From an optimization exercise on the open Yosys and OpenROAD flow, aimed at small area and few clock cycles; shortcuts taken in it are not production practice. Where RTL was checked, it was by simulation tests only, not by an equivalence proof against the original. Function not checked in runs 1 and 3: the RTL went through the layout flow alone. Power and IR drop assume default switching activity.

**design/flow/standard.sh**
```bash
#!/bin/bash
# synth_recipe.tcl (not shown) runs the flow's synth.tcl, then flattens the netlist and writes it again
# the make line also repeats each setting of config.mk as NAME=value (left out here)
make -C /OpenROAD-flow-scripts/flow DESIGN_CONFIG=/design/flow/config.mk WORK_HOME=/design/flow/orfs CLKGATE_MAP_FILE= SYNTH_SCRIPT=/design/flow/synth_recipe.tcl "${@:-finish}"
```
**design/flow/flow/run.sh**
```bash
#!/bin/bash
set -euo pipefail
cd "$(dirname "$0")/.."
export BUFFER_PORTS_ARGS="-buffer_cell sky130_fd_sc_hd__buf_1"
bash standard.sh > standard_flow.log 2>&1
```
**design/flow/constraint.sdc**
```tcl
create_clock -name core_clock -period 11.0 [get_ports {clk}]
set_input_delay 2.2000 -clock core_clock [delete_from_list [all_inputs] [get_ports {clk}]]
set_output_delay 2.2000 -clock core_clock [all_outputs]
set_load 0.01 [all_outputs]
```
**design/flow/config.mk**
```make
export PLATFORM = sky130hd
export DESIGN_NAME = FC
export DESIGN_NICKNAME = FC
export VERILOG_FILES = /design/flow/design.v
export SDC_FILE = /design/flow/constraint.sdc
export NUM_CORES = 4
export LEC_CHECK = 0
export CAP_MARGIN = 20
export CORE_MARGIN = 2
export CORE_UTILIZATION = 60
export CTS_BUF_LIST = sky130_fd_sc_hd__clkbuf_8
export CTS_CLUSTER_DIAMETER = 60
export CTS_CLUSTER_SIZE = 16
export PLACE_DENSITY = 0.75
export SLEW_MARGIN = 20
export SYNTH_HIERARCHICAL = 1
export SYNTH_MINIMUM_KEEP_SIZE = 0
```
**design/flow/design.v**
```verilog
module FC (
  input             clk,
  input             rst_n,
  input             start_FC,
  output            end_FC,
  output     [15:0] ram_addr_w,
  output     [7:0]  ram_data_w,
  output            ram_en,
  output            ram_wea,
  output     [8:0]  rom_addr_row,
  input      [31:0] rom_data_row,
  output            rom_en_row,
  output     [14:0] rom_addr_rw,
  input      [7:0]  rom_data_rw,
  output            rom_en_rw,
  output     [15:0] ram_addr_r,
  input      [7:0]  ram_data_r,
  output            ram_en_r,
  output     [7:0]  NN_out_male,
  output     [7:0]  NN_out_female
);
  genvar i;
  reg        run;
  reg        ph;
  reg [10:0] cnt;
  reg [7:0]  b3;                  
  reg [14:0] waddr;
  reg [25:0] acc;
  reg        c0r, c1r;
  reg [25:0] P;
  reg        mb;
  reg [7:0]  r1 [0:11];
  reg [7:0]  r2 [0:7];
  wire l1 = ~b3[7] | (b3[6:4] == 3'd0);         
  wire l3 = b3[7] & b3[5] & (b3[4] | b3[3]);    
  wire l2 = ~l1 & ~l3;
  wire last = (b3 == 8'd171);
  wire [2:0] bm = b3[2:0] - 3'd4;
  wire [2:0] gp4 = {bm[1:0], 1'b0} + bm + 3'd4;
  wire m0    = ~ph & (cnt == 11'd0);
  wire mclr  = ~ph & (cnt == 11'd1);
  wire mbis  = ~ph & (l1 ? (cnt == 11'd1600) : l2 ? (cnt == 11'd12) : (cnt == 11'd8));
  wire mend  = ~ph & (l1 ? (cnt == 11'd1601) : l2 ? (cnt == 11'd13) : (cnt == 11'd9));
  wire gend  = ph & (l1 ? (cnt == 11'd30) : l2 ? (cnt == 11'd33) : last ? (cnt == 11'd30) : (cnt == 11'd29));
  wire gc2   = ph & (cnt == 11'd2);
  wire kstep = ph & (cnt == 11'd28);
  wire phold = ~(ph & (cnt[10:5] == 6'd0) & (cnt[4:0] >= 5'd2) & (cnt[4:0] <= 5'd28));
  wire mfetch = ph & (cnt[10:5] == 6'd0) & (cnt[4:0] != 5'd0) & (cnt[4:0] <= 5'd26);
  wire [1:0] j = ph ? 2'd0 : (m0 ? 2'd1 : (mend ? 2'd0 : 2'd2));
  wire [8:0] row_full;
  wire [8:0] rb3 = {1'b0, b3};
  wire [9:0] rc;
  assign rc[0] = 1'b0;
  generate for (i = 0; i < 9; i = i + 1) begin : radd
    wire jb = (i < 2) ? j[i] : 1'b0;
    assign row_full[i] = rb3[i] ^ jb ^ rc[i];
    assign rc[i+1] = (rb3[i] & jb) | (rb3[i] & rc[i]) | (jb & rc[i]);
  end endgenerate
  assign rom_addr_row = row_full;
  assign rom_en_row   = 1'b1;
  assign rom_addr_rw  = waddr;
  assign rom_en_rw    = 1'b1;
  assign ram_addr_r   = {5'd0, cnt};
  assign ram_en_r     = 1'b1;
  wire use_a = run & ~ph & ~mend;
  wire [7:0] a_sel = ~use_a ? (mend ? {{2{rom_data_row[5]}}, rom_data_row[5:0]} : 8'd0)
                   : (l1 ? ram_data_r : (l2 ? r1[0] : r2[0]));
  wire [7:0] w_sel = mend ? 8'd1 : rom_data_rw;
  wire [25:0] acc_a = mclr ? ~{{5{rom_data_row[20]}}, rom_data_row[20:0]} : acc;
  wire [25:0] acc_n;
  wire c0n, c1n;
  fc_mac u_mac (.x(w_sel), .y(a_sel), .A(acc_a), .cin(mclr), .en(~ph),
                .c0i(c0r & ~mclr), .c1i(c1r & ~mclr), .S(acc_n), .c0o(c0n), .c1o(c1n));
  wire [26:0] pa = gc2 ? 27'd0 : {P[25], P};
  wire [26:0] pk = l3 ? 27'd2656 : 27'h7ffe020;    
  wire [26:0] pb = ({27{mb}} & {acc[25], acc}) | ({27{kstep}} & pk) | ({27{phold}} & {P[25], P});
  wire [27:0] pc;
  wire [26:0] psum;
  assign pc[0] = 1'b0;
  generate for (i = 0; i < 27; i = i + 1) begin : padd
    fc_fa u_fa (.a(pa[i]), .b(pb[i]), .c(pc[i]), .s(psum[i]), .co(pc[i+1]));
  end endgenerate
  wire clamp = P[25] & ~(&P[24:12]);
  wire [7:0] outb = clamp ? 8'h80 : P[12:5];
  wire [10:0] cnt_inc;
  wire [11:0] cc;
  assign cc[0] = 1'b1;
  generate for (i = 0; i < 11; i = i + 1) begin : cinc
    assign cnt_inc[i] = cnt[i] ^ cc[i];
    assign cc[i+1] = cnt[i] & cc[i];
  end endgenerate
  wire [14:0] wa_inc;
  wire [15:0] wc;
  assign wc[0] = 1'b1;
  generate for (i = 0; i < 15; i = i + 1) begin : winc
    assign wa_inc[i] = waddr[i] ^ wc[i];
    assign wc[i+1] = waddr[i] & wc[i];
  end endgenerate
  wire [7:0] b3_inc;
  wire [8:0] bc;
  assign b3_inc[0] = ~b3[0];
  assign b3_inc[1] = ~(b3[1] ^ b3[0]);
  assign bc[2] = b3[1] | b3[0];
  generate for (i = 2; i < 8; i = i + 1) begin : binc
    assign b3_inc[i] = b3[i] ^ bc[i];
    assign bc[i+1] = b3[i] & bc[i];
  end endgenerate
  wire g1to12 = (b3 != 8'd108) & (l1 | (b3 == 8'd144));
  wire ins1 = run & ((m0 & g1to12) | (last & ~ph & (cnt == 11'd2)) | (last & ph & (cnt == 11'd29)));
  wire g12to20 = ~l1 & (l2 | (b3 == 8'd168));
  wire ins2 = run & ~ph & g12to20 & (cnt[10:3] == 8'd0) & (cnt[2:0] == gp4);
  wire wr = run & last & ph & (((cnt == 11'd29) | (cnt == 11'd30)));
  assign end_FC = run & last & ph & (cnt == 11'd30);
  assign ram_en = wr;
  assign ram_wea = wr;
  assign ram_addr_w = {15'd0, ~cnt[0]};
  assign ram_data_w = r1[11];
  assign NN_out_male = r1[11];
  assign NN_out_female = r1[10];
  integer k;
  always @(posedge clk) begin
    if (!rst_n) begin
      run <= 1'b0;
    end else if (!run) begin
      run <= start_FC;
    end else if (gend & last) begin
      run <= 1'b0;
    end
  end
  always @(posedge clk) begin
    if (!rst_n || !run) begin
      ph <= 1'b0;
      cnt <= 11'd0;
      b3 <= 8'd108;
      waddr <= 15'd2664;
    end else begin
      if (mend) begin
        ph <= 1'b1;
        cnt <= 11'd0;
      end else if (gend) begin
        ph <= 1'b0;
        cnt <= 11'd0;
        b3 <= b3_inc;
      end else begin
        cnt <= cnt_inc;
      end
      if (~ph & ~mbis & ~mend)
        waddr <= wa_inc;
    end
  end
  always @(posedge clk) begin
    acc <= acc_n;
    c0r <= c0n;
    c1r <= c1n;
    mb <= mfetch & rom_data_row[cnt[4:0] - 5'd1];
    P <= psum[26:1];
    for (k = 0; k < 11; k = k + 1) r1[k] <= r1[k+1];
    r1[11] <= ins1 ? outb : r1[0];
    for (k = 0; k < 7; k = k + 1) r2[k] <= r2[k+1];
    r2[7] <= ins2 ? outb : r2[0];
  end
endmodule
module fc_mac (
  input  [7:0]  x,
  input  [7:0]  y,
  input  [25:0] A,
  input         cin,
  input         en,
  input         c0i,
  input         c1i,
  output [25:0] S,
  output        c0o,
  output        c1o
);
  wire t1 = (x[0] & y[0]);
  wire t2 = (x[0] & y[1]);
  wire t3 = (x[1] & y[0]);
  wire t4 = (x[0] & y[2]);
  wire t5 = (x[1] & y[1]);
  wire t6 = (x[2] & y[0]);
  wire t7 = (x[0] & y[3]);
  wire t8 = (x[1] & y[2]);
  wire t9 = (x[2] & y[1]);
  wire t10 = (x[3] & y[0]);
  wire t11 = (x[0] & y[4]);
  wire t12 = (x[1] & y[3]);
  wire t13 = (x[2] & y[2]);
  wire t14 = (x[3] & y[1]);
  wire t15 = (x[4] & y[0]);
  wire t16 = (x[0] & y[5]);
  wire t17 = (x[1] & y[4]);
  wire t18 = (x[2] & y[3]);
  wire t19 = (x[3] & y[2]);
  wire t20 = (x[4] & y[1]);
  wire t21 = (x[5] & y[0]);
  wire t22 = (x[0] & y[6]);
  wire t23 = (x[1] & y[5]);
  wire t24 = (x[2] & y[4]);
  wire t25 = (x[3] & y[3]);
  wire t26 = (x[4] & y[2]);
  wire t27 = (x[5] & y[1]);
  wire t28 = (x[6] & y[0]);
  wire t29 = (en & ~(x[0] & y[7]));
  wire t30 = (x[1] & y[6]);
  wire t31 = (x[2] & y[5]);
  wire t32 = (x[3] & y[4]);
  wire t33 = (x[4] & y[3]);
  wire t34 = (x[5] & y[2]);
  wire t35 = (x[6] & y[1]);
  wire t36 = (en & ~(x[7] & y[0]));
  wire t37 = (en & ~(x[1] & y[7]));
  wire t38 = (x[2] & y[6]);
  wire t39 = (x[3] & y[5]);
  wire t40 = (x[4] & y[4]);
  wire t41 = (x[5] & y[3]);
  wire t42 = (x[6] & y[2]);
  wire t43 = (en & ~(x[7] & y[1]));
  wire t44 = en;
  wire t45 = (en & ~(x[2] & y[7]));
  wire t46 = (x[3] & y[6]);
  wire t47 = (x[4] & y[5]);
  wire t48 = (x[5] & y[4]);
  wire t49 = (x[6] & y[3]);
  wire t50 = (en & ~(x[7] & y[2]));
  wire t51 = (en & ~(x[3] & y[7]));
  wire t52 = (x[4] & y[6]);
  wire t53 = (x[5] & y[5]);
  wire t54 = (x[6] & y[4]);
  wire t55 = (en & ~(x[7] & y[3]));
  wire t56 = (en & ~(x[4] & y[7]));
  wire t57 = (x[5] & y[6]);
  wire t58 = (x[6] & y[5]);
  wire t59 = (en & ~(x[7] & y[4]));
  wire t60 = (en & ~(x[5] & y[7]));
  wire t61 = (x[6] & y[6]);
  wire t62 = (en & ~(x[7] & y[5]));
  wire t63 = (en & ~(x[6] & y[7]));
  wire t64 = (en & ~(x[7] & y[6]));
  wire t65 = (x[7] & y[7]);
  wire t66 = en;
  wire t67 = en;
  wire t68 = en;
  wire t69 = en;
  wire t70 = en;
  wire t71 = en;
  wire t72 = en;
  wire t73 = en;
  wire t74 = en;
  wire t75 = en;
  wire t76 = en;
  wire t77, t78;
  fc_ha u_t77 (.a(t16), .b(t17), .s(t77), .co(t78));
  wire t79, t80;
  fc_fa u_t79 (.a(t22), .b(t23), .c(t24), .s(t79), .co(t80));
  wire t81, t82;
  fc_ha u_t81 (.a(t25), .b(t26), .s(t81), .co(t82));
  wire t83, t84;
  fc_fa u_t83 (.a(t29), .b(t30), .c(t31), .s(t83), .co(t84));
  wire t85, t86;
  fc_fa u_t85 (.a(t32), .b(t33), .c(t34), .s(t85), .co(t86));
  wire t87, t88;
  fc_ha u_t87 (.a(t35), .b(t36), .s(t87), .co(t88));
  wire t89, t90;
  fc_fa u_t89 (.a(t37), .b(t38), .c(t39), .s(t89), .co(t90));
  wire t91, t92;
  fc_fa u_t91 (.a(t40), .b(t41), .c(t42), .s(t91), .co(t92));
  wire t93, t94;
  fc_fa u_t93 (.a(t43), .b(A[8]), .c(t44), .s(t93), .co(t94));
  wire t95, t96;
  fc_fa u_t95 (.a(t45), .b(t46), .c(t47), .s(t95), .co(t96));
  wire t97, t98;
  fc_fa u_t97 (.a(t48), .b(t49), .c(t50), .s(t97), .co(t98));
  wire t99, t100;
  fc_fa u_t99 (.a(t51), .b(t52), .c(t53), .s(t99), .co(t100));
  wire t101, t102;
  fc_ha u_t101 (.a(t7), .b(t8), .s(t101), .co(t102));
  wire t103, t104;
  fc_fa u_t103 (.a(t11), .b(t12), .c(t13), .s(t103), .co(t104));
  wire t105, t106;
  fc_ha u_t105 (.a(t14), .b(t15), .s(t105), .co(t106));
  wire t107, t108;
  fc_fa u_t107 (.a(t77), .b(t18), .c(t19), .s(t107), .co(t108));
  wire t109, t110;
  fc_fa u_t109 (.a(t20), .b(t21), .c(A[5]), .s(t109), .co(t110));
  wire t111, t112;
  fc_fa u_t111 (.a(t79), .b(t81), .c(t27), .s(t111), .co(t112));
  wire t113, t114;
  fc_fa u_t113 (.a(t28), .b(A[6]), .c(t78), .s(t113), .co(t114));
  wire t115, t116;
  fc_fa u_t115 (.a(t83), .b(t85), .c(t87), .s(t115), .co(t116));
  wire t117, t118;
  fc_fa u_t117 (.a(A[7]), .b(t80), .c(t82), .s(t117), .co(t118));
  wire t119, t120;
  fc_fa u_t119 (.a(t89), .b(t91), .c(t93), .s(t119), .co(t120));
  wire t121, t122;
  fc_fa u_t121 (.a(t84), .b(t86), .c(t88), .s(t121), .co(t122));
  wire t123, t124;
  fc_fa u_t123 (.a(t95), .b(t97), .c(A[9]), .s(t123), .co(t124));
  wire t125, t126;
  fc_fa u_t125 (.a(t90), .b(t92), .c(t94), .s(t125), .co(t126));
  wire t127, t128;
  fc_fa u_t127 (.a(t99), .b(t54), .c(t55), .s(t127), .co(t128));
  wire t129, t130;
  fc_fa u_t129 (.a(A[10]), .b(t96), .c(t98), .s(t129), .co(t130));
  wire t131, t132;
  fc_fa u_t131 (.a(t56), .b(t57), .c(t58), .s(t131), .co(t132));
  wire t133, t134;
  fc_fa u_t133 (.a(t59), .b(A[11]), .c(t100), .s(t133), .co(t134));
  wire t135, t136;
  fc_fa u_t135 (.a(t60), .b(t61), .c(t62), .s(t135), .co(t136));
  wire t137, t138;
  fc_ha u_t137 (.a(t4), .b(t5), .s(t137), .co(t138));
  wire t139, t140;
  fc_fa u_t139 (.a(t101), .b(t9), .c(t10), .s(t139), .co(t140));
  wire t141, t142;
  fc_fa u_t141 (.a(t103), .b(t105), .c(A[4]), .s(t141), .co(t142));
  wire t143, t144;
  fc_fa u_t143 (.a(t107), .b(t109), .c(t104), .s(t143), .co(t144));
  wire t145, t146;
  fc_fa u_t145 (.a(t111), .b(t113), .c(t108), .s(t145), .co(t146));
  wire t147, t148;
  fc_fa u_t147 (.a(t115), .b(t117), .c(t112), .s(t147), .co(t148));
  wire t149, t150;
  fc_fa u_t149 (.a(t119), .b(t121), .c(t116), .s(t149), .co(t150));
  wire t151, t152;
  fc_fa u_t151 (.a(t123), .b(t125), .c(t120), .s(t151), .co(t152));
  wire t153, t154;
  fc_fa u_t153 (.a(t127), .b(t129), .c(t124), .s(t153), .co(t154));
  wire t155, t156;
  fc_fa u_t155 (.a(t131), .b(t133), .c(t128), .s(t155), .co(t156));
  wire t157, t158;
  fc_fa u_t157 (.a(t135), .b(A[12]), .c(t132), .s(t157), .co(t158));
  wire t159, t160;
  fc_fa u_t159 (.a(t63), .b(t64), .c(A[13]), .s(t159), .co(t160));
  wire t161, t162;
  fc_ha u_t161 (.a(t1), .b(A[0]), .s(t161), .co(t162));
  wire t163, t164;
  fc_fa u_t163 (.a(t2), .b(t3), .c(A[1]), .s(t163), .co(t164));
  wire t165, t166;
  fc_fa u_t165 (.a(t137), .b(t6), .c(A[2]), .s(t165), .co(t166));
  wire t167, t168;
  fc_fa u_t167 (.a(t139), .b(A[3]), .c(t138), .s(t167), .co(t168));
  wire t169, t170;
  fc_fa u_t169 (.a(t141), .b(t102), .c(t140), .s(t169), .co(t170));
  wire t171, t172;
  fc_fa u_t171 (.a(t143), .b(t106), .c(t142), .s(t171), .co(t172));
  wire t173, t174;
  fc_fa u_t173 (.a(t145), .b(t110), .c(t144), .s(t173), .co(t174));
  wire t175, t176;
  fc_fa u_t175 (.a(t147), .b(t114), .c(t146), .s(t175), .co(t176));
  wire t177, t178;
  fc_fa u_t177 (.a(t149), .b(t118), .c(t148), .s(t177), .co(t178));
  wire t179, t180;
  fc_fa u_t179 (.a(t151), .b(t122), .c(t150), .s(t179), .co(t180));
  wire t181, t182;
  fc_fa u_t181 (.a(t153), .b(t126), .c(t152), .s(t181), .co(t182));
  wire t183, t184;
  fc_fa u_t183 (.a(t155), .b(t130), .c(t154), .s(t183), .co(t184));
  wire t185, t186;
  fc_fa u_t185 (.a(t157), .b(t134), .c(t156), .s(t185), .co(t186));
  wire t187, t188;
  fc_fa u_t187 (.a(t159), .b(t136), .c(t158), .s(t187), .co(t188));
  wire t189, t190;
  fc_fa u_t189 (.a(t65), .b(A[14]), .c(t160), .s(t189), .co(t190));
  wire t191, t192;
  fc_ha u_t191 (.a(A[15]), .b(t66), .s(t191), .co(t192));
  wire t193, t194;
  fc_ha u_t193 (.a(A[16]), .b(t67), .s(t193), .co(t194));
  wire t195, t196;
  fc_ha u_t195 (.a(A[17]), .b(t68), .s(t195), .co(t196));
  wire t197, t198;
  fc_ha u_t197 (.a(A[18]), .b(t69), .s(t197), .co(t198));
  wire t199, t200;
  fc_ha u_t199 (.a(A[19]), .b(t70), .s(t199), .co(t200));
  wire t201, t202;
  fc_ha u_t201 (.a(A[20]), .b(t71), .s(t201), .co(t202));
  wire t203, t204;
  fc_ha u_t203 (.a(A[21]), .b(t72), .s(t203), .co(t204));
  wire t205, t206;
  fc_ha u_t205 (.a(A[22]), .b(t73), .s(t205), .co(t206));
  wire t207, t208;
  fc_ha u_t207 (.a(A[23]), .b(t74), .s(t207), .co(t208));
  wire t209, t210;
  fc_ha u_t209 (.a(A[24]), .b(t75), .s(t209), .co(t210));
  wire t211, t212;
  fc_ha u_t211 (.a(A[25]), .b(t76), .s(t211), .co(t212));
  wire [25:0] ra = {t211, t209, t207, t205, t203, t201, t199, t197, t195, t193, t191, t189, t187, t185, t183, t181, t179, t177, t175, t173, t171, t169, t167, t165, t163, t161};
  wire [25:0] rb = {t210, t208, t206, t204, t202, t200, t198, t196, t194, t192, t190, t188, t186, t184, t182, t180, t178, t176, t174, t172, t170, t168, t166, t164, t162, cin};
  wire [26:0] cc;
  assign cc[0] = 1'b0;
  genvar i;
  generate for (i = 0; i < 26; i = i + 1) begin : cpa
    wire ci = (i == 8) ? c0i : ((i == 16) ? c1i : cc[i]);
    fc_fa u_fa (.a(ra[i]), .b(rb[i]), .c(ci), .s(S[i]), .co(cc[i+1]));
  end endgenerate
  assign c0o = cc[8];
  assign c1o = cc[16];
endmodule
module fc_fa (input a, input b, input c, output s, output co);
  assign s = a ^ b ^ c;
  assign co = (a & b) | (a & c) | (b & c);
endmodule
module fc_ha (input a, input b, output s, output co);
  assign s = a ^ b;
  assign co = a & b;
endmodule
```
==> results.tsv, run 1 <==
metric	value	unit
power_frac_seq	0.446	
cts_hold_repair.buffers	0	
std_cell_rows	50	
timing.final.setup_violations	1	
combinationalPowerShare	0.352	
worst_max_slew_pin_slew	0.973	ns
crit_path_category	reg -> reg	
p_per_area	205	nW/um^2
layout.filler_cells	1473	
grt_first_pass_wirelength	37400	um
cts_buf_count	21	
globalRoute.totalOverflow	0	
dp_hpwl	16900	um
cp-end-kind	register	
critical-path-max-stage-delay	0.43	ns
timing.final.crit_share	1.00	
drc	0	
clock-sinks	251	
avgRoutedWirePerCell	17.5	um
failed_checks	negative setup slack	
clk_pin_slew	0.10	ns
power_switching	0.000836	W
ys_warn_count	9	
core	18700	um^2
final-max-slew-violation-count	0	
synth_area	11500	um^2
die-width	142	um
cts.root.buffer_cell	sky130_fd_sc_hd__clkbuf_8	
cts.htree.levels	1	
insertedDiodeCount	0	
vias_in_the_first_global_route	7336	
synth-edff-count	0	
holdCritPathClass	reg -> reg	
synth_sequential_area_ratio	0.439	
ys_top_cells_by_area	sky130_fd_sc_hd__dfxtp_1, sky130_fd_sc_hd__fa_1, sky130_fd_sc_hd__ha_1	
clock-skew-final	0.0274	ns
startpoint_type	register	
timing.final.ws_setup	-0.0162	ns
route.antenna.remaining_nets	0	
power_frac_clock	0.201	
synthDistinctLibCells	75	
clock.fmax	90.8	MHz
hold_viol	0	
synth_flop_cell	sky130_fd_sc_hd__dfxtp_1	
routed-via-count	7152	
outcome	complete, but fails checks	
drt-total-wl	22800	um
grt_usage	0.234	
chipHeight	142	um
cellInternalPower	0.00170	W
required	11.41	ns
final_layout_size_suffix_gt1_frac	0.0989	
vias_per_cell	5.48	
port_buffers	113	
initial_utilization	0.612	
first_iter_violations	283	
grt_antenna_before_repair	0	
grt_max_degree	51	
cts_tree	done	
rsz0062_at_grt	yes	
postSynthCellCount	965	
postCtsSetupBuffers	0	
netSwitchingFraction	0.330	
placer_s_final_routability_congestion_estimate	0.858	
yosys.area.top_type_share	0.439	
syn-mean-instance-area	11.9	um^2
area_growth_from_synthesis_to_layout	7.91	%
utilization	0.661	
standby_leakage_power	5.30	nW
vdd_drop_max	0.000127	V
critical-path-top-cell-by-count	sky130_fd_sc_hd__fa_2	
die_area	20200	um^2
postCtsResizedCells	0	
ctsLongestPathBuffers	3	
max-cap-violations	0	
design.final.nets	1279	
final_min_period	11.02	ns
asyncSetResetFlopFracSynth	0	
worst-endpoint-arrival	11.43	ns
relSlewSlack	0.350	
synthDominantAreaCellType	sky130_fd_sc_hd__dfxtp_1	
num_io_pins	137	
first_pass_iters	4	
worst-path-max-fanout	6	
synth_seq_cells	251	
pre_cts_ws	0.0691	ns
clk_latency	0.54	ns
critPathSlowestCell	sky130_fd_sc_hd__fa_1	
## path summary, 6_finish.rpt
check / from / end / slack, ns / depth (start not counted)
hold / removal: r1[9][0]$_DFF_P_ / r1[8][0]$_DFF_P_ / 0.32 / 0
setup / recovery: cnt[6]$_SDFF_PP0_ / P[25]$_DFF_P_ / -0.02 / 31
setup reg to reg: cnt[6]$_SDFF_PP0_ / P[25]$_DFF_P_ / -0.02 / 31
hold reg to reg: r1[9][0]$_DFF_P_ / r1[8][0]$_DFF_P_ / 0.32 / 0
## Yosys stat by module, one instance, submodules excluded
module	copies in the design	flops+latches	cell area [um^2]
FC	1	251	8730
fc_mac	1	0	433
fc_fa	103	0	20.0
fc_ha	18	0	12.5
## cells in the mapped netlist, types with 3 or more instances
| cell | count |
|---|---|
| sky130_fd_sc_hd__buf_6 | 6 |
| sky130_fd_sc_hd__and2_1 | 88 |
| sky130_fd_sc_hd__buf_2 | 11 |
| sky130_fd_sc_hd__xor2_1 | 4 |
| sky130_fd_sc_hd__mux4_2 | 8 |
| sky130_fd_sc_hd__nor2_1 | 31 |
| sky130_fd_sc_hd__o21ai_1 | 10 |
| sky130_fd_sc_hd__or4_1 | 3 |
| sky130_fd_sc_hd__a21o_1 | 7 |
| sky130_fd_sc_hd__nand3_1 | 31 |
| sky130_fd_sc_hd__a21boi_0 | 3 |
| sky130_fd_sc_hd__fa_1 | 104 |
| sky130_fd_sc_hd__nand4_1 | 10 |
| sky130_fd_sc_hd__buf_4 | 39 |
| sky130_fd_sc_hd__nor3_1 | 6 |
| sky130_fd_sc_hd__nand2_1 | 69 |
| sky130_fd_sc_hd__inv_1 | 22 |
| sky130_fd_sc_hd__xnor2_1 | 5 |
| sky130_fd_sc_hd__conb_1 | 3 |
| sky130_fd_sc_hd__o21ai_0 | 40 |
| sky130_fd_sc_hd__dfxtp_1 | 251 |
| sky130_fd_sc_hd__a21oi_1 | 11 |
| sky130_fd_sc_hd__or3_4 | 3 |
| sky130_fd_sc_hd__a21boi_1 | 11 |
| sky130_fd_sc_hd__a22o_1 | 16 |
| sky130_fd_sc_hd__mux2i_1 | 30 |
| sky130_fd_sc_hd__ha_1 | 58 |
| sky130_fd_sc_hd__clkbuf_1 | 15 |
| sky130_fd_sc_hd__a221o_1 | 16 |
## power by group through the flow
stage	clock network (W)	logic (W)	registers (W)
2_1_floorplan	0	0.000674	0.00111
3_3_place_gp	0	0.000839	0.00115
3_5_place_dp	0	0.000904	0.00115
4_1_cts	0.000524	0.000907	0.00113
5_1_grt	0.000558	0.00104	0.00115
6_report	0.000509	0.000892	0.00113
## registers in the layout, indices dropped and copies added (netlist names), 8 cells and up
name and count:
b3 8, cnt 11, acc 26, P 26
waddr 15, r2 64, r1 96
## worst max-delay path, delay by kind of cell, from the launching register on
family | cells | cell delay [ns]
adder cells (fa/ha/maj) | 27 | 9.55
AND/OR/NAND/NOR | 3 | 0.74
flip-flops | 1 | 0.36
AO/OA/AOI/OAI | 1 | 0.25
## kinds of logic after synthesis
family	count (synthesis)	synth area share
and+or+nand+nor	263	0.123
DFF	251	0.439
adders and majority gates	162	0.245
AOI/OAI and AO/OA	139	0.0901
buffers and inverters	98	0.0503
muxes	40	0.0446
xor gates and xnor gates	9	0.00688
other	3	0.000983
## area by class of cell
cell class	count	area, um^2	area share
Tap cell	234	293	0.0237
Multi-Input combinational cell	638	6010	0.486
Timing Repair Buffer	131	559	0.0453
Clock buffer	22	303	0.0245
Clock inverter	7	80.1	0.00648
Inverter	23	86.3	0.00699
Sequential cell	251	5030	0.407
## cell usage in the layout (no fill, tap or decap), types with 3 or more instances in the layout
cell type	netlist	routed
sky130_fd_sc_hd__and2_1	88	88
sky130_fd_sc_hd__or4_1	3	3
sky130_fd_sc_hd__mux4_2	8	8
sky130_fd_sc_hd__xor2_1	4	4
sky130_fd_sc_hd__a21oi_1	11	11
sky130_fd_sc_hd__buf_4	39	18
sky130_fd_sc_hd__dfxtp_1	251	248
sky130_fd_sc_hd__a221o_1	16	16
sky130_fd_sc_hd__nand3_1	31	31
sky130_fd_sc_hd__nand2_1	69	69
sky130_fd_sc_hd__o21ai_0	40	40
sky130_fd_sc_hd__nand4_1	10	10
sky130_fd_sc_hd__ha_1	58	58
sky130_fd_sc_hd__a21o_1	7	7
sky130_fd_sc_hd__o21ai_1	10	10
sky130_fd_sc_hd__mux2i_1	30	30
sky130_fd_sc_hd__or3_4	3	3
sky130_fd_sc_hd__a21boi_1	11	11
sky130_fd_sc_hd__conb_1	3	25
sky130_fd_sc_hd__a21boi_0	3	3
sky130_fd_sc_hd__fa_2	0	25
sky130_fd_sc_hd__fa_1	104	79
sky130_fd_sc_hd__inv_1	22	22
sky130_fd_sc_hd__xnor2_1	5	5
sky130_fd_sc_hd__dfxtp_2	0	3
sky130_fd_sc_hd__nor3_1	6	6
sky130_fd_sc_hd__clkbuf_8	0	22
sky130_fd_sc_hd__a22o_1	16	16
sky130_fd_sc_hd__nor2_1	31	31
sky130_fd_sc_hd__buf_1	2	113
## routing by layer
layer / global-route usage / share of wire / up-vias
li1: - / - / 3414
met2: 0.380 / 0.47 / 194
met4: 0.0632 / 0.024 / 0
met5: 0 / 0 / -
met1: 0.327 / 0.44 / 3504
met3: 0.0390 / 0.059 / 40
## metrics by stage
stage               setup TNS (ns)  instances  hold WS, ns  power (W)  area, um^2
floorplan                        0        987        0.310    0.00179       11600
CTS                              0       1306        0.320    0.00256       12300
global placement                 0       1277        0.311    0.00199       12000
detailed placement               0       1277        0.312    0.00205       12000
finish                     -0.0162       1306        0.318    0.00253       12400
global route                -0.200       1306        0.337    0.00274       12400
==> run 2: changes to the inputs <==
--- a/design/flow/design.v
+++ b/design/flow/design.v
@@ -29,6 +29,7 @@
   reg        c0r, c1r;
   reg [25:0] P;
   reg        mb;
+  reg        gc2, kstep, phold;
   reg [7:0]  r1 [0:11];
   reg [7:0]  r2 [0:7];
   wire l1 = ~b3[7] | (b3[6:4] == 3'd0);         
@@ -42,9 +43,6 @@
   wire mbis  = ~ph & (l1 ? (cnt == 11'd1600) : l2 ? (cnt == 11'd12) : (cnt == 11'd8));
   wire mend  = ~ph & (l1 ? (cnt == 11'd1601) : l2 ? (cnt == 11'd13) : (cnt == 11'd9));
   wire gend  = ph & (l1 ? (cnt == 11'd30) : l2 ? (cnt == 11'd33) : last ? (cnt == 11'd30) : (cnt == 11'd29));
-  wire gc2   = ph & (cnt == 11'd2);
-  wire kstep = ph & (cnt == 11'd28);
-  wire phold = ~(ph & (cnt[10:5] == 6'd0) & (cnt[4:0] >= 5'd2) & (cnt[4:0] <= 5'd28));
   wire mfetch = ph & (cnt[10:5] == 6'd0) & (cnt[4:0] != 5'd0) & (cnt[4:0] <= 5'd26);
   wire [1:0] j = ph ? 2'd0 : (m0 ? 2'd1 : (mend ? 2'd0 : 2'd2));
   wire [8:0] row_full;
@@ -91,16 +89,17 @@
   end endgenerate
   wire [14:0] wa_inc;
   wire [15:0] wc;
-  assign wc[0] = 1'b1;
+  assign wc[0] = ~ph & ~mbis & ~mend;
   generate for (i = 0; i < 15; i = i + 1) begin : winc
     assign wa_inc[i] = waddr[i] ^ wc[i];
     assign wc[i+1] = waddr[i] & wc[i];
   end endgenerate
   wire [7:0] b3_inc;
   wire [8:0] bc;
-  assign b3_inc[0] = ~b3[0];
-  assign b3_inc[1] = ~(b3[1] ^ b3[0]);
-  assign bc[2] = b3[1] | b3[0];
+  assign b3_inc[0] = b3[0] ^ gend;
+  assign bc[1] = b3[0] & gend;
+  assign b3_inc[1] = b3[1] ^ gend ^ bc[1];
+  assign bc[2] = (b3[1] & gend) | (b3[1] & bc[1]) | (gend & bc[1]);
   generate for (i = 2; i < 8; i = i + 1) begin : binc
     assign b3_inc[i] = b3[i] ^ bc[i];
     assign bc[i+1] = b3[i] & bc[i];
@@ -140,12 +139,11 @@
       end else if (gend) begin
         ph <= 1'b0;
         cnt <= 11'd0;
-        b3 <= b3_inc;
       end else begin
         cnt <= cnt_inc;
       end
-      if (~ph & ~mbis & ~mend)
-        waddr <= wa_inc;
+      waddr <= wa_inc;
+      b3 <= b3_inc;
     end
   end
   always @(posedge clk) begin
@@ -153,6 +151,9 @@
     c0r <= c0n;
     c1r <= c1n;
     mb <= mfetch & rom_data_row[cnt[4:0] - 5'd1];
+    gc2 <= ph & (cnt == 11'd1);
+    kstep <= ph & (cnt == 11'd27);
+    phold <= ~(ph & (cnt[10:5] == 6'd0) & (cnt[4:0] >= 5'd1) & (cnt[4:0] <= 5'd27));
     P <= psum[26:1];
     for (k = 0; k < 11; k = k + 1) r1[k] <= r1[k+1];
     r1[11] <= ins1 ? outb : r1[0];
==> results.tsv, run 2 <==
metric	value	unit
critical_path_buf_inv_count	0	
final_min_period	10.75	ns
asyncSetResetFlopFracSynth	0	
clk_pin_slew	0.09	ns
placer_s_final_routability_congestion_estimate	0.936	
layout_commonest_cell	sky130_fd_sc_hd__dfxtp_1	
synth_seq_cells	254	
final-max-slew-violation-count	0	
p_per_area	172	nW/um^2
clock.fmax	93.0	MHz
vdd_drop_max	0.000174	V
ys_top_cells_by_area	sky130_fd_sc_hd__dfxtp_1, sky130_fd_sc_hd__fa_1, sky130_fd_sc_hd__ha_1	
grt_antenna_before_repair	0	
worst-path-max-fanout	2	
crit_family	adder cells	
syn-mean-instance-area	12.7	um^2
timing.final.setup_violations	0	
clock-skew-final	0.0163	ns
reg2reg_slack	0.25	ns
yosys.cell_count.top_type	sky130_fd_sc_hd__dfxtp_1	
post-place-cells	1186	
synth-edff-count	0	
drc	0	
crit_path_category	reg -> reg	
synthTopCellsByCount	sky130_fd_sc_hd__dfxtp_1, sky130_fd_sc_hd__fa_1, sky130_fd_sc_hd__and2_1, sky130_fd_sc_hd__ha_1, sky130_fd_sc_hd__nor2b_1	
dp_hpwl	16800	um
layout.cells.non_filler	1217	
core	18100	um^2
largest_registers	r1 (96), r2 (64)	
grt_max_degree	51	
vias_in_the_first_global_route	6778	
cts.root.buffer_cell	sky130_fd_sc_hd__clkbuf_8	
final_layout_size_suffix_gt1_frac	0.106	
first_pass_iters	5	
layout_common_cells	sky130_fd_sc_hd__dfxtp_1, sky130_fd_sc_hd__buf_1, sky130_fd_sc_hd__fa_1	
hold-worst-slack	0.327	ns
outcome	complete, no violations	
cts_buf_count	22	
clk_latency	0.55	ns
fin_tns_setup	0	ns
startpoint_type	register	
ys_warn_count	9	
standby_leakage_power	5.21	nW
ctsLongestPathBuffers	3	
first_iter_violations	440	
cts.htree.levels	1	
cp-end-kind	register	
std_cell_rows	49	
avgRoutedWirePerCell	18.5	um
route.antenna.remaining_nets	0	
timing.final.ws_setup	0.250	ns
insertedDiodeCount	0	
largest_register_ff_count	96	
cts_tree	done	
yosys.area.top_type_share	0.456	
synth_area	11200	um^2
synth_flop_cell	sky130_fd_sc_hd__dfxtp_1	
critical-path-top-cell-by-count	sky130_fd_sc_hd__fa_2	
synthDominantAreaCellType	sky130_fd_sc_hd__dfxtp_1	
holdCritPathClass	reg -> reg	
worst_max_slew_pin_slew	0.928	ns
synthDistinctLibCells	58	
initial_utilization	0.617	
grt_usage	0.235	
critical-path-max-stage-delay	0.43	ns
hold_viol	0	
routed-via-count	6754	
required	11.43	ns
relSlewSlack	0.379	
timing.final.crit_share	0.977	
num_io_pins	137	
chipHeight	140	um
globalRoute.totalOverflow	0	
design.final.nets	1197	
postSynthCellCount	881	
grt_first_pass_wirelength	36100	um
drt-total-wl	22500	um
worst-endpoint-arrival	11.18	ns
die_area	19700	um^2
area_growth_from_synthesis_to_layout	8.01	%
rsz0062_at_grt	no	
largest_register	r1	
max-cap-violations	0	
cts_hold_repair.buffers	0	
vias_per_cell	5.55	
layout.filler_cells	1381	
port_buffers	113	
critPathSlowestCell	sky130_fd_sc_hd__fa_1	
die-width	140	um
clock-sinks	254	
synth_sequential_area_ratio	0.456	
pre_cts_ws	-0.0517	ns
[run 2: metal layers]
| metal | track usage | wire length [um] | share of wire | vias to the layer above |
|---|---|---|---|---|
| met5 | 0 | 0 | 0 | - |
| met4 | 0.0617 | 523 | 0.023 | 0 |
| met3 | 0.0602 | 1800 | 0.080 | 42 |
| met2 | 0.360 | 10100 | 0.45 | 260 |
| met1 | 0.336 | 10100 | 0.45 | 3317 |
| li1 | - | - | - | 3135 |
[run 2: where the power goes]
part | switching (W) | leakage [nW] | internal (W)
Clock | 0.000300 | 0.208 | 0.000227
Combinational | 0.000275 | 2.94 | 0.000237
Sequential | 0.0000412 | 2.06 | 0.000990
Total | 0.000617 | 5.21 | 0.00145
[run 2: final cells by class]
type                       instances  area (um^2)  area share
multi-input combinational        572         5740       0.477
sequential                       254         5080       0.422
timing repair buffer             122          492      0.0408
clock buffer                      24          330      0.0274
tap                              229          287      0.0238
clock inverter                     7         78.8     0.00654
inverter                           9         33.8     0.00280
[run 2: cell families (layout without fill, tap and decap cells)]
family / count (synthesis) / after routing / share of synthesized area
buffers and inverters: 77 / 162 / 0.0402
XOR/XNOR: 13 / 13 / 0.0102
adder cells (fa/ha/maj): 165 / 165 / 0.255
other: 3 / 25 / 0.00101
AND/OR/NAND/NOR: 228 / 228 / 0.119
flip-flops: 254 / 254 / 0.456
AO/OA/AOI/OAI: 104 / 104 / 0.0747
multiplexers: 37 / 37 / 0.0440
[run 2: timing repair]
item / in CTS / in global routing
gates cloned: 0 / 0
setup buffers: 0 / 0
setup endpoints to repair: 1 / 1
resized for setup: 1 / 6
[run 2: modules after synthesis, one instance, submodules excluded]
module | cells inside | copies in the design | cell area, um^2 | flops+latches
fc_fa | 1 | 103 | 20.0 | 0
fc_mac | 66 | 1 | 433 | 0
fc_ha | 1 | 18 | 12.5 | 0
FC | 694 | 1 | 8430 | 254
[run 2: path summary, 6_finish.rpt]
path	from	to	cells after the start
min reg2reg	r2[3][3]$_DFF_P_	r2[2][3]$_DFF_P_	0
max reg2reg	mb$_DFF_P_	P[25]$_DFF_P_	28
max	mb$_DFF_P_	P[25]$_DFF_P_	28
min	r2[3][3]$_DFF_P_	r2[2][3]$_DFF_P_	0
[run 2: metrics by stage]
stage | instance area, um^2 | total power, W | utilization
after floorplan | 11300 | 0.00142 | -
after global placement | 11600 | 0.00156 | 0.642
after detailed placement | 11600 | 0.00156 | 0.642
after CTS | 12000 | 0.00210 | 0.665
after global routing | 12000 | 0.00222 | 0.666
final | 12000 | 0.00207 | 0.666
Testbench counts of run 2, summed over its fixed seeds: cycles 361,110.
==> run 3: changes to the inputs <==
--- a/design/flow/design.v
+++ b/design/flow/design.v
@@ -23,7 +23,7 @@
   reg        run;
   reg        ph;
   reg [10:0] cnt;
-  reg [7:0]  b3;                  
+  reg [7:0]  ra;                  
   reg [14:0] waddr;
   reg [25:0] acc;
   reg        c0r, c1r;
@@ -32,29 +32,17 @@
   reg        gc2, kstep, phold;
   reg [7:0]  r1 [0:11];
   reg [7:0]  r2 [0:7];
-  wire l1 = ~b3[7] | (b3[6:4] == 3'd0);         
-  wire l3 = b3[7] & b3[5] & (b3[4] | b3[3]);    
+  wire l1 = ~ra[7] | (ra[6:4] == 3'd0);         
+  wire l3 = ra[7] & ra[5] & (ra[4] | ra[3]);    
   wire l2 = ~l1 & ~l3;
-  wire last = (b3 == 8'd171);
-  wire [2:0] bm = b3[2:0] - 3'd4;
-  wire [2:0] gp4 = {bm[1:0], 1'b0} + bm + 3'd4;
+  wire last = ra[7] & ra[5] & ra[3] & (ra[2] | (ra[1] & ra[0]));    
   wire m0    = ~ph & (cnt == 11'd0);
   wire mclr  = ~ph & (cnt == 11'd1);
   wire mbis  = ~ph & (l1 ? (cnt == 11'd1600) : l2 ? (cnt == 11'd12) : (cnt == 11'd8));
   wire mend  = ~ph & (l1 ? (cnt == 11'd1601) : l2 ? (cnt == 11'd13) : (cnt == 11'd9));
   wire gend  = ph & (l1 ? (cnt == 11'd30) : l2 ? (cnt == 11'd33) : last ? (cnt == 11'd30) : (cnt == 11'd29));
   wire mfetch = ph & (cnt[10:5] == 6'd0) & (cnt[4:0] != 5'd0) & (cnt[4:0] <= 5'd26);
-  wire [1:0] j = ph ? 2'd0 : (m0 ? 2'd1 : (mend ? 2'd0 : 2'd2));
-  wire [8:0] row_full;
-  wire [8:0] rb3 = {1'b0, b3};
-  wire [9:0] rc;
-  assign rc[0] = 1'b0;
-  generate for (i = 0; i < 9; i = i + 1) begin : radd
-    wire jb = (i < 2) ? j[i] : 1'b0;
-    assign row_full[i] = rb3[i] ^ jb ^ rc[i];
-    assign rc[i+1] = (rb3[i] & jb) | (rb3[i] & rc[i]) | (jb & rc[i]);
-  end endgenerate
-  assign rom_addr_row = row_full;
+  assign rom_addr_row = {1'b0, ra};
   assign rom_en_row   = 1'b1;
   assign rom_addr_rw  = waddr;
   assign rom_en_rw    = 1'b1;
@@ -94,19 +82,19 @@
     assign wa_inc[i] = waddr[i] ^ wc[i];
     assign wc[i+1] = waddr[i] & wc[i];
   end endgenerate
-  wire [7:0] b3_inc;
-  wire [8:0] bc;
-  assign b3_inc[0] = b3[0] ^ gend;
-  assign bc[1] = b3[0] & gend;
-  assign b3_inc[1] = b3[1] ^ gend ^ bc[1];
-  assign bc[2] = (b3[1] & gend) | (b3[1] & bc[1]) | (gend & bc[1]);
-  generate for (i = 2; i < 8; i = i + 1) begin : binc
-    assign b3_inc[i] = b3[i] ^ bc[i];
-    assign bc[i+1] = b3[i] & bc[i];
+  wire [7:0] rd = {{5{mbis}}, mbis | gend, mbis, m0};
+  wire [7:0] ra_n;
+  wire [8:0] rcy;
+  assign rcy[0] = 1'b0;
+  generate for (i = 0; i < 8; i = i + 1) begin : radd
+    assign ra_n[i] = ra[i] ^ rd[i] ^ rcy[i];
+    assign rcy[i+1] = (ra[i] & rd[i]) | (ra[i] & rcy[i]) | (rd[i] & rcy[i]);
   end endgenerate
-  wire g1to12 = (b3 != 8'd108) & (l1 | (b3 == 8'd144));
+  wire g1to12 = (ra != 8'd109) & (l1 | (ra == 8'd145));    
   wire ins1 = run & ((m0 & g1to12) | (last & ~ph & (cnt == 11'd2)) | (last & ph & (cnt == 11'd29)));
-  wire g12to20 = ~l1 & (l2 | (b3 == 8'd168));
+  wire g12to20 = ~l1 & (l2 | (ra[7:2] == 6'd42));           
+  wire [2:0] bm = ra[2:0] - ((cnt[2:0] == 3'd0) ? 3'd5 : 3'd6);
+  wire [2:0] gp4 = {bm[1:0], 1'b0} + bm + 3'd4;
   wire ins2 = run & ~ph & g12to20 & (cnt[10:3] == 8'd0) & (cnt[2:0] == gp4);
   wire wr = run & last & ph & (((cnt == 11'd29) | (cnt == 11'd30)));
   assign end_FC = run & last & ph & (cnt == 11'd30);
@@ -130,7 +118,7 @@
     if (!rst_n || !run) begin
       ph <= 1'b0;
       cnt <= 11'd0;
-      b3 <= 8'd108;
+      ra <= 8'd109;
       waddr <= 15'd2664;
     end else begin
       if (mend) begin
@@ -143,7 +131,7 @@
         cnt <= cnt_inc;
       end
       waddr <= wa_inc;
-      b3 <= b3_inc;
+      ra <= ra_n;
     end
   end
   always @(posedge clk) begin
--- a/design/flow/config.mk
+++ b/design/flow/config.mk
@@ -7,11 +7,11 @@
 export LEC_CHECK = 0
 export CAP_MARGIN = 20
 export CORE_MARGIN = 2
-export CORE_UTILIZATION = 60
+export CORE_UTILIZATION = 70
 export CTS_BUF_LIST = sky130_fd_sc_hd__clkbuf_8
 export CTS_CLUSTER_DIAMETER = 60
 export CTS_CLUSTER_SIZE = 16
-export PLACE_DENSITY = 0.75
+export PLACE_DENSITY = 0.85
 export SLEW_MARGIN = 20
 export SYNTH_HIERARCHICAL = 1
 export SYNTH_MINIMUM_KEEP_SIZE = 0
==> results.tsv, run 3 <==
metric	value	unit
startpoint_type	register	
synthDistinctLibCells	60	
synthDominantAreaCellType	sky130_fd_sc_hd__dfxtp_1	
vias_in_the_first_global_route	6805	
synth_sequential_area_ratio	0.457	
synthTopCellsByCount	sky130_fd_sc_hd__dfxtp_1, sky130_fd_sc_hd__fa_1, sky130_fd_sc_hd__and2_1	
utilization	0.759	
die-width	130	um
p_per_area	223	nW/um^2
core	15700	um^2
area_growth_from_synthesis_to_layout	7.25	%
reg2reg_slack	0.23	ns
cts_tree	done	
grt_first_pass_wirelength	35800	um
drt-total-wl	22400	um
cts.htree.levels	1	
worst-endpoint-arrival	11.20	ns
worst_r2r_path_depth	28	
cp-end-kind	register	
worst_max_slew_pin_slew	1.11	ns
syn-mean-instance-area	12.6	um^2
port_buffers	112	
layout_commonest_cell	sky130_fd_sc_hd__dfxtp_1	
postCtsSetupBuffers	0	
dp_hpwl	16200	um
clock-skew-final	0.0269	ns
chipHeight	130	um
final-max-slew-violation-count	0	
cts.root.buffer_cell	sky130_fd_sc_hd__clkbuf_8	
worst-path-max-fanout	2	
routed-wl-met3	1600	um
vias_per_cell	5.72	
required	11.42	ns
final_layout_size_suffix_gt1_frac	0.104	
first_pass_iters	5	
die_area	16900	um^2
max-cap-violations	0	
holdPathStages	0	
total_power	0.00266	W
initial_utilization	0.708	
largest_register	r1	
synth_area	11100	um^2
critPathSlowestCell	sky130_fd_sc_hd__fa_1	
grt_antenna_before_repair	0	
routed-via-count	6875	
avgRoutedWirePerCell	18.7	um
whs_endpoint	r1[0][0]$_DFF_P_	
cts_buf_count	21	
insertedDiodeCount	0	
synth_seq_cells	254	
critical-path-top-cell-by-count	sky130_fd_sc_hd__fa_2	
crit_path_category	reg -> reg	
layout.filler_cells	1045	
timing.final.setup_violations	0	
layout_common_cells	sky130_fd_sc_hd__dfxtp_1, sky130_fd_sc_hd__buf_1, sky130_fd_sc_hd__fa_1	
critical-path-max-stage-delay	0.42	ns
route.antenna.remaining_nets	0	
asyncSetResetFlopFracSynth	0	
std_cell_rows	46	
yosys.cell_count.top_type	sky130_fd_sc_hd__dfxtp_1	
outcome	complete, no violations	
num_io_pins	137	
reg2reg_from	mb$_DFF_P_	
design_area	11900	um^2
final_min_period	10.77	ns
hold_viol	0	
detailed_place.area	11600	um^2
standby_leakage_power	4.93	nW
rsz0062_at_grt	no	
crit-reg2reg-capture	P[25]$_DFF_P_	
grt_usage	0.277	
ctsLongestPathBuffers	3	
clk_pin_slew	0.10	ns
largest_register_ff_count	96	
routed-wl-met2	10800	um
vdd_drop_max	0.000167	V
ys_top_cells_by_area	sky130_fd_sc_hd__dfxtp_1, sky130_fd_sc_hd__fa_1, sky130_fd_sc_hd__ha_1	
timing.final.crit_share	0.979	
ys_warn_count	9	
cts_hold_repair.buffers	0	
clock-sinks	254	
design.final.nets	1189	
globalRoute.totalOverflow	0	
routed.top_layer	met4	
relSlewSlack	0.253	
pre_cts_ws	-0.0794	ns
synth_flop_cell	sky130_fd_sc_hd__dfxtp_1	
holdCritPathClass	reg -> reg	
drc	0	
clock.fmax	92.8	MHz
clk_latency	0.53	ns
yosys.area.top_type_share	0.457	
synth-edff-count	0	
hold_path.startpoint	r1[1][0]$_DFF_P_	
routedLengthMet1	9510	um
first_iter_violations	424	
grt_max_degree	51	
placer_s_final_routability_congestion_estimate	0.951	
largest_registers	r1 (96), r2 (64)	
postSynthCellCount	882	
timing.final.ws_setup	0.227	ns
==> run 3: changes by cell type after synthesis, moves of 6 or more <==
cell / change
sky130_fd_sc_hd__nor4b_1: +9
sky130_fd_sc_hd__fa_1: +6
sky130_fd_sc_hd__mux2_2: +7
sky130_fd_sc_hd__inv_1: +8
sky130_fd_sc_hd__mux2i_1: -11
sky130_fd_sc_hd__nand2_1: +10
sky130_fd_sc_hd__and2_1: +6
sky130_fd_sc_hd__a211oi_1: -6
sky130_fd_sc_hd__nor3b_1: -7
sky130_fd_sc_hd__a311oi_1: +8
sky130_fd_sc_hd__nor2b_1: -9
sky130_fd_sc_hd__ha_1: -13
==> run 3: kinds of logic after synthesis <==
kind of cell               Yosys count  synth area share
DFF                                254             0.457
and+or+nand+nor                    233             0.121
adders and majority gates          158             0.252
AOI/OAI and AO/OA                  102            0.0700
buffers and inverters               84            0.0425
muxes                               36            0.0467
xor gates and xnor gates            12           0.00945
other                                3           0.00101
==> run 3: how the worst max path moves through the flow <==
stage                    start       endpoint  slack [ns]  depth (start not counted)
finish              mb$_DFF_P_  P[25]$_DFF_P_        0.23                         28
global route        mb$_DFF_P_  P[25]$_DFF_P_        0.05                         28
CTS                 mb$_DFF_P_  P[25]$_DFF_P_        0.01                         28
detailed placement  mb$_DFF_P_  P[25]$_DFF_P_       -0.08                         28
global placement    mb$_DFF_P_  P[25]$_DFF_P_        0.08                         28
floorplan           mb$_DFF_P_  P[25]$_DFF_P_        0.02                         30
==> run 3: critical path, delay by kind of cell (launching register included) <==
family,cells,cell delay (ns)
flip-flops,1,0.33
adder cells (fa/ha/maj),27,10.06
AO/OA/AOI/OAI,1,0.25
==> run 3: metrics by stage <==
stage | cells | hold WS, ns | TNS [ns]
after floorplan | 905 | 0.310 | 0
final | 1201 | 0.320 | 0
after global routing | 1201 | 0.326 | 0
after CTS | 1201 | 0.332 | 0
after global placement | 1173 | 0.310 | 0
after detailed placement | 1173 | 0.312 | -0.0794
==> run 3: cell type report <==
| type | instances | area (um^2) | share of cell area |
|---|---|---|---|
| clock buffers | 21 | 289 | 0.0242 |
| flip-flops and latches | 254 | 5080 | 0.426 |
| inverters | 17 | 63.8 | 0.00535 |
| clock inverters | 7 | 57.6 | 0.00482 |
| well taps | 216 | 270 | 0.0227 |
| repair buffers | 119 | 473 | 0.0396 |
| multi-input cells | 567 | 5690 | 0.477 |
==> run 3: modules after synthesis (local to each module, per instance) <==
module / cells / times used
fc_ha: 1 / 18
fc_mac: 66 / 1
FC: 695 / 1
fc_fa: 1 / 103
==> run 3: repair_timing <==
item,CTS,global route
gates resized for setup,3,6
setup endpoints to repair,1,1
hold endpoints to repair,0,0
==> run 3: power breakdown <==
part	internal, W	switching (W)
Sequential	0.00113	0.000107
Combinational	0.000451	0.000488
Clock	0.000182	0.000297
Total	0.00176	0.000892
==> run 3: per-layer routing <==
layer / global-route usage / vias up
li1: - / 3121
met1: 0.396 / 3400
met2: 0.449 / 311
met3: 0.0381 / 43
met4: 0.0829 / 0
met5: 0 / -
==> run 4: changes to the inputs <==
--- a/design/flow/design.v
+++ b/design/flow/design.v
@@ -41,7 +41,8 @@
   wire mbis  = ~ph & (l1 ? (cnt == 11'd1600) : l2 ? (cnt == 11'd12) : (cnt == 11'd8));
   wire mend  = ~ph & (l1 ? (cnt == 11'd1601) : l2 ? (cnt == 11'd13) : (cnt == 11'd9));
   wire gend  = ph & (l1 ? (cnt == 11'd30) : l2 ? (cnt == 11'd33) : last ? (cnt == 11'd30) : (cnt == 11'd29));
-  wire mfetch = ph & (cnt[10:5] == 6'd0) & (cnt[4:0] != 5'd0) & (cnt[4:0] <= 5'd26);
+  wire mfetch = ph & (cnt[10:5] == 6'd0);
+  wire [31:0] m0v = {5'd0, rom_data_row[25:0], 1'b0};    
   assign rom_addr_row = {1'b0, ra};
   assign rom_en_row   = 1'b1;
   assign rom_addr_rw  = waddr;
@@ -138,7 +139,7 @@
     acc <= acc_n;
     c0r <= c0n;
     c1r <= c1n;
-    mb <= mfetch & rom_data_row[cnt[4:0] - 5'd1];
+    mb <= mfetch & m0v[cnt[4:0]];
     gc2 <= ph & (cnt == 11'd1);
     kstep <= ph & (cnt == 11'd27);
     phold <= ~(ph & (cnt[10:5] == 6'd0) & (cnt[4:0] >= 5'd1) & (cnt[4:0] <= 5'd27));
==> design/flow/flow/run.sh (replaced) <==
#!/bin/bash
set -euo pipefail
cd "$(dirname "$0")/.."
export BUFFER_PORTS_ARGS="-buffer_cell sky130_fd_sc_hd__buf_1"
export CTS_ARGS="-sink_clustering_enable -repair_clock_nets -sink_clustering_size 16 -sink_clustering_max_diameter 60 -buf_list sky130_fd_sc_hd__clkbuf_8 -dont_use_dummy_load"
bash standard.sh > standard_flow.log 2>&1
==> design/flow/config.mk (replaced) <==
export PLATFORM = sky130hd
export DESIGN_NAME = FC
export DESIGN_NICKNAME = FC
export VERILOG_FILES = /design/flow/design.v
export SDC_FILE = /design/flow/constraint.sdc
export NUM_CORES = 4
export LEC_CHECK = 0
export CAP_MARGIN = 0
export CORE_MARGIN = 2
export CORE_UTILIZATION = 70
export CTS_BUF_LIST = sky130_fd_sc_hd__clkbuf_8
export CTS_CLUSTER_DIAMETER = 60
export CTS_CLUSTER_SIZE = 16
export PLACE_DENSITY = 0.85
export SLEW_MARGIN = 0
export SYNTH_HIERARCHICAL = 1
export SYNTH_MINIMUM_KEEP_SIZE = 0
==> results.tsv, run 4 <==
metric	value	unit
layout_common_cells	sky130_fd_sc_hd__dfxtp_1, sky130_fd_sc_hd__buf_1, sky130_fd_sc_hd__fa_1	
avgRoutedWirePerCell	18.2	um
max-cap-violations	0	
die_area	16800	um^2
clk_pin_slew	0.10	ns
grt_max_degree	49	
busiest_layer	met2	
grt_first_pass_wirelength	35600	um
holdCritPathClass	reg -> reg	
worst_max_slew_pin_slew	1.19	ns
cts.htree.levels	1	
clock-skew-final	0.0654	ns
vias_in_the_first_global_route	7047	
relSlewSlack	0.198	
synthDistinctLibCells	54	
vdd_drop_max	0.000120	V
worst-path-max-fanout	2	
cp-end-kind	register	
timing.final.setup_violations	0	
clock-sinks	254	
grt_usage	0.275	
crit_path_category	reg -> reg	
met3_track_demand_over_resource	0.0562	
synthDominantAreaCellType	sky130_fd_sc_hd__dfxtp_1	
clock.fmax	93.3	MHz
cts_tree	done	
synth_sequential_area_ratio	0.461	
worst-endpoint-arrival	11.09	ns
postSynthCellCount	892	
largest_register_ff_count	96	
grt_antenna_before_repair	0	
rsz0062_at_grt	no	
postCtsSetupBuffers	0	
routed-via-count	6736	
critical_path_buf_inv_count	0	
ys_top_cells_by_area	sky130_fd_sc_hd__dfxtp_1, sky130_fd_sc_hd__fa_1, sky130_fd_sc_hd__ha_1	
cts.root.buffer_cell	sky130_fd_sc_hd__clkbuf_8	
final-max-slew-violation-count	0	
first_iter_violations	354	
insertedDiodeCount	0	
final_layout_size_suffix_gt1_frac	0.0825	
layout_commonest_cell	sky130_fd_sc_hd__dfxtp_1	
syn-mean-instance-area	12.4	um^2
drc	0	
cts_buf_count	20	
yosys.area.top_type_share	0.461	
die-width	130	um
largest_register	r1	
final_min_period	10.71	ns
design.final.nets	1192	
std_cell_rows	45	
synth_flop_cell	sky130_fd_sc_hd__dfxtp_1	
asyncSetResetFlopFracSynth	0	
startpoint_type	register	
standby_leakage_power	5.11	nW
dp_hpwl	16400	um
timing.final.crit_share	0.974	
synth_area	11000	um^2
yosys.cell_count.top_type	sky130_fd_sc_hd__dfxtp_1	
ctsLongestPathBuffers	3	
core	15300	um^2
placer_s_final_routability_congestion_estimate	0.906	
chipHeight	130	um
critical-path-max-stage-delay	0.42	ns
critical-path-top-cell-by-count	sky130_fd_sc_hd__fa_2	
required	11.38	ns
synthTopCellsByCount	sky130_fd_sc_hd__dfxtp_1, sky130_fd_sc_hd__fa_1, sky130_fd_sc_hd__and2_1	
port_buffers	106	
grt_util_met1	0.357	
first_pass_iters	5	
globalRoute.totalOverflow	0	
initial_utilization	0.721	
grt.met2_usage	0.459	
num_io_pins	137	
ys_warn_count	9	
critPathSlowestCell	sky130_fd_sc_hd__fa_1	
area_growth_from_synthesis_to_layout	6.67	%
vias_per_cell	5.65	
cts_hold_repair.buffers	0	
synth_seq_cells	254	
route.antenna.remaining_nets	0	
outcome	complete, no violations	
clk_latency	0.53	ns
largest_registers	r1 (96), r2 (64)	
crit_family	adder cells	
utilization	0.769	
layout.filler_cells	1044	
fin_tns_setup	0	ns
synth-edff-count	0	
drt-total-wl	21700	um
p_per_area	167	nW/um^2
hold_viol	0	
-- run 4: routing by layer --
metal,part of all wire,wire (um),vias up
met5,0,0,-
met4,0.039,838,0
met3,0.070,1510,61
met2,0.48,10500,254
met1,0.41,8880,3309
li1,-,-,3112
-- run 4: path summary, 6_finish.rpt --
path / startpoint / end / slack, ns / cells after the start
max: mb$_DFF_P_ / P[25]$_DFF_P_ / 0.29 / 28
min reg2reg: r2[5][5]$_DFF_P_ / r2[4][5]$_DFF_P_ / 0.29 / 0
min: r2[5][5]$_DFF_P_ / r2[4][5]$_DFF_P_ / 0.29 / 0
max reg2reg: mb$_DFF_P_ / P[25]$_DFF_P_ / 0.29 / 28
-- run 4: kinds of logic after synthesis --
group	count (synthesis)	share of synthesized area
DFF	254	0.461
xor gates and xnor gates	9	0.00714
AOI/OAI and AO/OA	110	0.0742
other	3	0.00102
and+or+nand+nor	243	0.125
muxes	33	0.0375
adders and majority gates	157	0.253
buffers and inverters	83	0.0414
-- run 4: repair_timing --
action,in CTS,in global routing
gates resized for setup,2,6
endpoints found under the setup margin,1,1
gates cloned,0,0
hold endpoints to repair,0,0
-- run 4: power by group --
part	switching, W	total (W)	internal, W
Sequential	0.0000321	0.00102	0.000992
Combinational	0.000273	0.000508	0.000236
Clock	0.000266	0.000430	0.000164
-- run 4: area by class of cell --
| class | instances | area, um^2 | share of cell area |
|---|---|---|---|
| clock buffer | 20 | 275 | 0.0234 |
| tap | 211 | 264 | 0.0224 |
| inverter | 13 | 48.8 | 0.00415 |
| sequential | 254 | 5080 | 0.432 |
| multi-input combinational | 578 | 5620 | 0.477 |
| timing repair buffer | 117 | 480 | 0.0408 |
-- run 4: through the flow --
step	area, um^2	hold WS [ns]	cells	setup slack (ns)	total power, W
2_1_floorplan	11200	0.310	915	0.0224	0.00142
3_3_place_gp	11500	0.310	1173	0.120	0.00152
4_1_cts	11800	0.275	1193	0.0129	0.00199
6_report	11800	0.290	1193	0.287	0.00196
5_1_grt	11800	0.296	1193	0.0328	0.00212
3_5_place_dp	11500	0.312	1173	-0.0457	0.00156
-- run 4: Yosys stat by module (local to each module, per instance) --
module	area [um^2]	times used	cells
fc_fa	20.0	103	1
fc_ha	12.5	18	1
fc_mac	433	1	66
FC	8310	1	705
Testbench counts of run 4, summed over its fixed seeds: cycles 361,110.
==> run 5: changes to the inputs <==
==> design/flow/config.mk (replaced) <==
export PLATFORM = sky130hd
export DESIGN_NAME = FC
export DESIGN_NICKNAME = FC
export VERILOG_FILES = /design/flow/design.v
export SDC_FILE = /design/flow/constraint.sdc
export NUM_CORES = 4
export LEC_CHECK = 0
export CAP_MARGIN = 20
export CORE_MARGIN = 2
export CORE_UTILIZATION = 70
export CTS_BUF_LIST = sky130_fd_sc_hd__clkbuf_8
export CTS_CLUSTER_DIAMETER = 60
export CTS_CLUSTER_SIZE = 16
export PLACE_DENSITY = 0.85
export SLEW_MARGIN = 20
export SYNTH_HIERARCHICAL = 1
export SYNTH_MINIMUM_KEEP_SIZE = 0
==> results.tsv, run 5 <==
metric	value	unit
detailed_place.area	11500	um^2
grt_usage	0.275	
relSlewSlack	0.342	
std_cell_rows	45	
critical-path-top-cell-by-count	sky130_fd_sc_hd__fa_2	
layout.filler_cells	1045	
layout_common_cells	sky130_fd_sc_hd__dfxtp_1, sky130_fd_sc_hd__buf_1, sky130_fd_sc_hd__fa_1	
drc	0	
synth_compound_area_frac	0.0742	
layout_commonest_cell	sky130_fd_sc_hd__dfxtp_1	
grt_antenna_before_repair	0	
yosys.area.top_type_share	0.461	
startpoint_type	register	
design_area	11800	um^2
largest_register	r1	
rsz0062_at_grt	no	
core	15300	um^2
clk_latency	0.54	ns
outcome	complete, no violations	
final-max-slew-violation-count	0	
area_growth_from_synthesis_to_layout	6.74	%
post_synth_xor_xnor_area	0.00714	
largest_register_ff_count	96	
globalRoute.totalOverflow	0	
cp-end-kind	register	
largest_registers	r1 (96), r2 (64)	
first_iter_violations	344	
synthDominantAreaCellType	sky130_fd_sc_hd__dfxtp_1	
vias_per_cell	5.66	
routed-via-count	6754	
multiInputGateArea	5620	um^2
required	11.38	ns
synth-edff-count	0	
synth_sequential_area_ratio	0.461	
ys_warn_count	9	
design.final.nets	1192	
asyncSetResetFlopFracSynth	0	
critical_path_buf_inv_count	0	
clock-skew-final	0.0654	ns
synth_flop_cell	sky130_fd_sc_hd__dfxtp_1	
final_layout_size_suffix_gt1_frac	0.0835	
yosys.cell_count.top_type	sky130_fd_sc_hd__dfxtp_1	
postSynthCellCount	892	
synth_seq_cells	254	
initial_utilization	0.721	
die_area	16800	um^2
vdd_drop_max	0.000120	V
worst-path-max-fanout	2	
crit_path_category	reg -> reg	
cts_buf_count	20	
max-cap-violations	0	
synthDistinctLibCells	54	
worst_max_slew_pin_slew	0.977	ns
vias_in_the_first_global_route	7047	
p_per_area	167	nW/um^2
cts_hold_repair.buffers	0	
synth_simple_gate_area_share	0.125	
insertedDiodeCount	0	
cts.htree.levels	1	
holdCritPathClass	reg -> reg	
post-place-cells	1173	
die-width	130	um
num_io_pins	137	
timing.final.crit_share	0.975	
synthTopCellsByCount	sky130_fd_sc_hd__dfxtp_1, sky130_fd_sc_hd__fa_1, sky130_fd_sc_hd__and2_1	
placer_s_final_routability_congestion_estimate	0.906	
cts.root.buffer_cell	sky130_fd_sc_hd__clkbuf_8	
clock-sinks	254	
critPathSlowestCell	sky130_fd_sc_hd__fa_1	
cts_tree	done	
synth_adder_area_share	0.253	
port_buffers	106	
fin_tns_setup	0	ns
synth_area	11000	um^2
layout.cells.non_filler	1193	
clock.fmax	93.2	MHz
grt_first_pass_wirelength	35600	um
route.antenna.remaining_nets	0	
grt_max_degree	49	
ctsLongestPathBuffers	3	
dominant_combinational_cell_family_by_area_after_synthesis	adder cells	
crit_family	adder cells	
chipHeight	130	um
timing.final.setup_violations	0	
regArea	5080	um^2
drt-total-wl	21700	um
clk_pin_slew	0.10	ns
ys_top_cells_by_area	sky130_fd_sc_hd__dfxtp_1, sky130_fd_sc_hd__fa_1, sky130_fd_sc_hd__ha_1	
first_pass_iters	5	
dp_hpwl	16400	um
syn-mean-instance-area	12.4	um^2
critical-path-max-stage-delay	0.42	ns
final_min_period	10.73	ns
standby_leakage_power	5.11	nW
yosys-mux-area-fraction	0.0375	
avgRoutedWirePerCell	18.2	um
hold_viol	0	
worst-endpoint-arrival	11.11	ns
utilization	0.769	
-- run 5: cell types whose count changed in the layout (fill, tap and decap cells not counted) --
cell,delta
sky130_fd_sc_hd__o41ai_2,+1
sky130_fd_sc_hd__o41ai_1,-1
-- run 5: worst register-to-register path, delay by kind of cell (launching register included) --
kind                     cells  cell delay [ns]
AO/OA/AOI/OAI                1             0.25
adder cells (fa/ha/maj)     27            10.02
flip-flops                   1             0.33
-- run 5: final timing paths --
kind                     from          endpoint  slack [ns]  depth (start not counted)
max reg2reg        mb$_DFF_P_     P[25]$_DFF_P_        0.27                         28
min          r2[5][5]$_DFF_P_  r2[4][5]$_DFF_P_        0.29                          0
max                mb$_DFF_P_     P[25]$_DFF_P_        0.27                         28
min reg2reg  r2[5][5]$_DFF_P_  r2[4][5]$_DFF_P_        0.29                          0
-- run 5: timing repair --
action                     CTS  global route
setup endpoints to repair    1             1
resized for setup            2             6
pin swaps                    0             0
buffers inserted             0             0
-- run 5: area by class of cell --
class / instances / share of cell area
inverter: 13 / 0.00414
sequential: 254 / 0.432
multi-input combinational: 578 / 0.478
tap: 211 / 0.0224
timing repair buffer: 117 / 0.0408
clock buffer: 20 / 0.0234
-- run 5: per-module statistics from Yosys (local to each module, per instance) --
| module | cells inside | cell area, um^2 | flops+latches | times used |
|---|---|---|---|---|
| fc_mac | 66 | 433 | 0 | 1 |
| FC | 705 | 8310 | 254 | 1 |
| fc_fa | 1 | 20.0 | 0 | 103 |
| fc_ha | 1 | 12.5 | 0 | 18 |
-- run 5: cells by family (layout without fill, tap and decap cells) --
| family | count (synthesis) | in the layout |
|---|---|---|
| simple gates | 243 | 243 |
| compound gates | 110 | 110 |
| other cells | 3 | 26 |
| xor+xnor | 9 | 9 |
| buf+inv | 83 | 150 |
| fa+ha+maj | 157 | 157 |
| flops | 254 | 254 |
| mux | 33 | 33 |
-- run 5: stage by stage --
stage	total power, W	setup WS, ns	hold slack (ns)
after floorplan	0.00142	0.0224	0.310
after global placement	0.00152	0.120	0.310
after detailed placement	0.00156	-0.0457	0.312
after CTS	0.00199	0.0129	0.275
after global routing	0.00212	0.0328	0.296
final	0.00196	0.270	0.289
-- run 5: layer usage --
layer  global-route usage  part of all wire  up-vias
li1                     -                 -     3113
met1                0.357              0.41     3311
met2                0.459              0.48      269
met3               0.0562             0.072       61
met4                0.106             0.038        0
met5                    0                 0        -
-- run 5: power by group --
group / internal (W) / total (W) / switching (W)
logic: 0.000235 / 0.000507 / 0.000272
registers: 0.000993 / 0.00102 / 0.0000323
clock network: 0.000164 / 0.000430 / 0.000266
total: 0.00139 / 0.00196 / 0.000570

[afterwards: timing with drivers on the ports]
The flow's constraints put no driver on any port. The routed layouts listed below were extracted and timed again, unchanged, in two steps.
Step 1 assumes that a clkbuf_16 drives the clock port and a buf_2 every other input.
Step 2 times the ports against the registers' clock, not the clock port: input delays grow and output delays shrink by t, the midpoint of the rising clock arrivals with the driver on.
a / b / c = ideal / step 1 / step 2; a / b = the first two.
run | t (ns) | slack for setup (ns)
run 1 | 0.567 | -0.016 / -0.016 / -0.016
run 2 | 0.584 | 0.250 / 0.250 / 0.250
run 3 | 0.559 | 0.227 / 0.227 / 0.227
run 4 | 0.540 | 0.287 / 0.287 / 0.287
run 5 | 0.543 | 0.270 / 0.270 / 0.270
